Context: an optimization exercise on an open-source flow, tuned for a short achievable clock period and few clock cycles. The choices shown serve that exercise and are no tape-out recipe. The RTL was checked by simulation tests, not by an equivalence proof against the original design. No activity file was given, so power comes from the tool's default toggle rates.

==> onyx <==
## Pipelined_HazardD
module Pipelined_HazardD(
    input clk, reset,
    output [63:0] imem_addr,
    input  [31:0] imem_rdata,
    output [63:0] dmem_addr,
    output [63:0] dmem_wdata,
    output dmem_we,
    input  [63:0] dmem_rdata
);
export LEC_CHECK = 0
export ABC_CLOCK_PERIOD_IN_PS = 3000
export CAP_MARGIN = 20
export CORE_MARGIN = 2
export CORE_UTILIZATION = 40
export SLEW_MARGIN = 20
create_clock -name core_clock -period 11.0 [get_ports {clk}]
standard.sh (not shown) runs the stock make flow with config.mk's settings and CLKGATE_MAP_FILE= SYNTH_SCRIPT=/design/flow/synth_recipe.tcl, a recipe that flattens the netlist after the stock synthesis.
==> flow/flow/run.sh <==
#!/bin/bash
set -euo pipefail
bash standard.sh SETUP_SLACK_MARGIN=7.5 finish > standard.log 2>&1
==> amber (differences from onyx) <==
--- a/flow/design.v
+++ b/flow/design.v
@@ -12,20 +12,24 @@
 localparam BH_N    = 1 << BH_BITS;
 reg  [9:0]  pc;
 reg         id_valid;
 reg  [31:0] ir;
 reg  [31:1] id_oh1, id_oh2;              
+reg         fa_ex, fa_mem, fa_wb, fa_rf;
+reg         fb_ex, fb_mem, fb_wb, fb_rf;
+reg         stall_raw;                   
 reg  [9:0]  id_pc;
 reg         id_pred;
-reg         ex_valid, ex_pred;
 reg         ex_regwrite, ex_load, ex_store, ex_br;
-reg         ex_beq, ex_bne, ex_bge;
+reg         ex_bge;
+reg         ex_t1, ex_t0, ex_m1, ex_m0;
+reg  [9:0]  ex_r1, ex_r0;
 reg         ex_op_add, ex_op_sub, ex_op_and, ex_op_or, ex_op_sll;
 reg  [4:0]  ex_rd;
 reg  [63:0] ex_a, ex_b, ex_sd;
 reg  [5:0]  ex_sh;
-reg  [9:0]  ex_target, ex_pc1, ex_pc;
+reg  [9:0]  ex_pc;
 reg  [2:0]  ex_kind;
 reg         mem_regwrite, mem_load, mem_we;
 reg  [4:0]  mem_rd;
 reg  [63:0] mem_result, mem_wdata, mem_addr;
 reg         wb_regwrite;
@@ -99,20 +103,29 @@
     for (k = 1; k < 32; k = k + 1) begin
         rf_r1 = rf_r1 | ({64{id_oh1[k]}} & rf[k]);
         rf_r2 = rf_r2 | ({64{id_oh2[k]}} & rf[k]);
     end
 end
-wire fa_ex  = ex_regwrite  && (ex_rd  == rs1);
-wire fa_mem = mem_regwrite && (mem_rd == rs1) && !fa_ex;
-wire fa_wb  = wb_regwrite  && (wb_rd  == rs1) && !fa_ex && !fa_mem;
-wire fa_rf  = !fa_ex && !fa_mem && !fa_wb;
-wire fb_ex  = ex_regwrite  && (ex_rd  == rs2);
-wire fb_mem = mem_regwrite && (mem_rd == rs2) && !fb_ex;
-wire fb_wb  = wb_regwrite  && (wb_rd  == rs2) && !fb_ex && !fb_mem;
-wire fb_rf  = !fb_ex && !fb_mem && !fb_wb;
-wire stall = id_valid && ex_load && ex_regwrite &&
-             ((ex_rd == rs1) || (uses_rs2 && ex_rd == rs2));
+wire        d_t1 = is_br && (f3 != 3'b001);           
+wire        d_t0 = is_br && (f3 == 3'b001);           
+wire [9:0]  d_target = id_pc + br_off;
+wire [9:0]  d_pc1    = id_pc + 10'd1;
+wire stall = id_valid && stall_raw;
+wire        f_uses_rs2 = (fw[6:0] == 7'b0110011) || (fw[6:0] == 7'b0100011) ||
+                         (fw[6:0] == 7'b1100011);
+wire [4:0]  n_rs1 = stall ? rs1 : fw[19:15];
+wire [4:0]  n_rs2 = stall ? rs2 : fw[24:20];
+wire        n_uses_rs2 = stall ? uses_rs2 : f_uses_rs2;
+wire        n_ex_wr   = id_valid && !stall && d_regwrite;
+wire        n_ex_load = id_valid && !stall && d_regwrite && is_ld;
+wire        na_ex  = n_ex_wr && (rd == n_rs1);
+wire        na_mem = ex_regwrite && (ex_rd == n_rs1) && !na_ex;
+wire        na_wb  = mem_regwrite && (mem_rd == n_rs1) && !na_ex && !na_mem;
+wire        nb_ex  = n_ex_wr && (rd == n_rs2);
+wire        nb_mem = ex_regwrite && (ex_rd == n_rs2) && !nb_ex;
+wire        nb_wb  = mem_regwrite && (mem_rd == n_rs2) && !nb_ex && !nb_mem;
+wire        n_stall = n_ex_load && ((rd == n_rs1) || (n_uses_rs2 && rd == n_rs2));
 wire [63:0] ag [0:6];
 wire [63:0] ap [0:6];
 wire [63:0] sg [0:6];
 wire [63:0] sp [0:6];
 assign ag[0] = ex_a & ex_b;
@@ -177,18 +190,42 @@
         assign ce5[j] = ce4[2*j+1] & ce4[2*j];
     end
 endgenerate
 wire eq = ce5[1] & ce5[0];
 wire ge = cg5[1] | (ce5[1] & cg5[0]) | eq;
-wire taken   = ex_br && ((ex_beq && eq) || (ex_bne && !eq) || (ex_bge && ge));
-wire mispred = ex_valid && (taken != ex_pred);
-wire [9:0] redirect_pc = taken ? ex_target : ex_pc1;
+wire c  = ex_bge ? ge : eq;
+wire taken   = c ? ex_t1 : ex_t0;
+wire mispred = c ? ex_m1 : ex_m0;
+wire [9:0] redirect_pc = c ? ex_r1 : ex_r0;
 wire [63:0] mem_val = mem_load ? dmem_rdata : mem_result;
-wire [63:0] fwd_a = ({64{fa_ex}}  & result) | ({64{fa_mem}} & mem_val) |
-                    ({64{fa_wb}}  & wb_val) | ({64{fa_rf}}  & rf_r1);
-wire [63:0] fwd_b = ({64{fb_ex}}  & result) | ({64{fb_mem}} & mem_val) |
-                    ({64{fb_wb}}  & wb_val) | ({64{fb_rf}}  & rf_r2);
+wire [63:0] lg_and = ex_a & ex_b;
+wire [63:0] lg_or  = ex_a | ex_b;
+wire [63:0] fwd_a = ({64{fa_ex && ex_op_add}} & sum) |
+                    ({64{fa_ex && ex_op_sub}} & diff) |
+                    ({64{fa_ex && ex_op_and}} & lg_and) |
+                    ({64{fa_ex && ex_op_or}}  & lg_or) |
+                    ({64{fa_ex && ex_op_sll}} & shl) |
+                    ({64{fa_mem}} & mem_val) |
+                    ({64{fa_wb}}  & wb_val) |
+                    ({64{fa_rf}}  & rf_r1);
+wire [63:0] fwd_b = ({64{fb_ex && ex_op_add}} & sum) |
+                    ({64{fb_ex && ex_op_sub}} & diff) |
+                    ({64{fb_ex && ex_op_and}} & lg_and) |
+                    ({64{fb_ex && ex_op_or}}  & lg_or) |
+                    ({64{fb_ex && ex_op_sll}} & shl) |
+                    ({64{fb_mem}} & mem_val) |
+                    ({64{fb_wb}}  & wb_val) |
+                    ({64{fb_rf}}  & rf_r2);
+wire [63:0] fwd_bi = ({64{b_reg && fb_ex && ex_op_add}} & sum) |
+                     ({64{b_reg && fb_ex && ex_op_sub}} & diff) |
+                     ({64{b_reg && fb_ex && ex_op_and}} & lg_and) |
+                     ({64{b_reg && fb_ex && ex_op_or}}  & lg_or) |
+                     ({64{b_reg && fb_ex && ex_op_sll}} & shl) |
+                     ({64{b_reg && fb_mem}} & mem_val) |
+                     ({64{b_reg && fb_wb}}  & wb_val) |
+                     ({64{b_reg && fb_rf}}  & rf_r2) |
+                     ({64{!b_reg}}          & imm64);
 always @(posedge clk) begin
     if (reset)
         pc <= 10'd0;
     else if (mispred)
         pc <= redirect_pc;
@@ -196,57 +233,65 @@
         pc <= f_pred ? f_tgt : pc_inc;
     if (reset || mispred)
         id_valid <= 1'b0;
     else if (!stall)
         id_valid <= 1'b1;
+    fa_ex     <= na_ex;
+    fa_mem    <= na_mem;
+    fa_wb     <= na_wb;
+    fa_rf     <= !na_ex && !na_mem && !na_wb;
+    fb_ex     <= nb_ex;
+    fb_mem    <= nb_mem;
+    fb_wb     <= nb_wb;
+    fb_rf     <= !nb_ex && !nb_mem && !nb_wb;
+    stall_raw <= n_stall;
     if (!stall) begin
         ir      <= fw;
         id_oh1  <= oh1_n;
         id_oh2  <= oh2_n;
         id_pc   <= pc;
         id_pred <= f_pred;
     end
     if (reset || mispred || stall || !id_valid) begin
-        ex_valid    <= 1'b0;
-        ex_pred     <= 1'b0;
         ex_regwrite <= 1'b0;
         ex_load     <= 1'b0;
         ex_store    <= 1'b0;
         ex_br       <= 1'b0;
+        ex_m1       <= 1'b0;
+        ex_m0       <= 1'b0;
     end else begin
-        ex_valid    <= 1'b1;
-        ex_pred     <= id_pred;
         ex_regwrite <= d_regwrite;
         ex_load     <= is_ld;
         ex_store    <= is_st;
         ex_br       <= is_br;
-    end
-    ex_beq    <= (f3 == 3'b000);
-    ex_bne    <= (f3 == 3'b001);
+        ex_m1       <= id_pred != d_t1;
+        ex_m0       <= id_pred != d_t0;
+    end
     ex_bge    <= (f3 == 3'b101);
+    ex_t1     <= d_t1;
+    ex_t0     <= d_t0;
+    ex_r1     <= d_t1 ? d_target : d_pc1;
+    ex_r0     <= d_t0 ? d_target : d_pc1;
     ex_op_add <= d_add;
     ex_op_sub <= d_sub;
     ex_op_and <= d_and;
     ex_op_or  <= d_or;
     ex_op_sll <= d_sll;
     ex_rd     <= rd;
     ex_a      <= fwd_a;
-    ex_b      <= b_reg ? fwd_b : imm64;
+    ex_b      <= fwd_bi;
     ex_sd     <= fwd_b;
     ex_sh     <= ir[25:20];
-    ex_target <= id_pc + br_off;
-    ex_pc1    <= id_pc + 10'd1;
     ex_pc     <= id_pc;
     ex_kind   <= d_kind;
     mem_regwrite <= !reset && ex_regwrite;
     mem_load     <= ex_load;
     mem_we       <= !reset && ex_store;
     mem_rd       <= ex_rd;
     mem_result   <= result;
     mem_wdata    <= ex_sd;
-    if (ex_load || ex_store)
-        mem_addr <= result;
+    mem_addr     <= {64{ex_load || ex_store}} & sum;    
     wb_regwrite <= !reset && mem_regwrite;
     wb_rd       <= mem_rd;
     wb_val      <= mem_val;
     if (wb_regwrite)
         rf[wb_rd] <= wb_val;
==> summary.md <==
| Metric | Value |
|---|---|
| Internal power | `slightly above 20 mW` |
| Vias | `about 110k` |
| Non-Clock Buffer Area Fraction | `6.535%` |
| Sw power | `8.610 mW` |
| Largest net degree at the start of global routing | `79` |
| Status | `finished clean` |
| Most frequent cells in the layout | `edfxtp_1 (2169), a22oi_1 (797), a221oi_1 (530)` |
| Final cycle utilization of the critical path | `35.43%` |
| Met1 WL | `221000 um` |
-- figures above: amber

==> summary.md <==
| Metric | Value |
|---|---|
| Status | `finished clean` |
| Largest net degree at the start of global routing | `between 100 and 150` |
| Internal power | `20.27 mW` |
| Most frequent cells in the layout | `edfxtp_1 (2233), a221oi_1 (664), a22o_1 (656)` |
| Sw power | `9.081 mW` |
| R2r startpoint | `ex_b[46]` |
| Final cycle utilization of the critical path | `39.26%` |
| DP Area | `131500 sq um` |
| Vias | `between 100k and 150k` |
-- figures above: onyx

Testbench counts of onyx, summed over its fixed seeds: cycles 46,870.
Testbench counts of amber, summed over its fixed seeds: cycles 46,870.

-- re-timing with driven ports --
No port has a modelled driver above. Below, the same layouts with a new extraction and two added sets of constraints.
Step 1 sets driving cells, clkbuf_16 on the clock port and buf_2 on the other inputs (assumed; they add their load-dependent delay and slew).
Step 2 moves the port delays by t, midway between the first and last clock arrival at a register: inputs arrive t later, outputs are due t later. That takes back most of the time a late clock gives input paths.
Slacks: ideal / step 1 / step 2; pairs: ideal / step 1.
run	shift t [ns]	setup WS [ns]	latest minus earliest clock arrival (ns)
onyx	1.019	6.682 / 6.682 / 6.028	0.124 / 0.124
amber	1.009	7.103 / 7.103 / 6.364	0.070 / 0.070
After both steps setup and hold are still met in every run listed. The setup slack of amber, which loses most, moves by 0.000 ns with the drivers and by -0.739 ns with both steps.
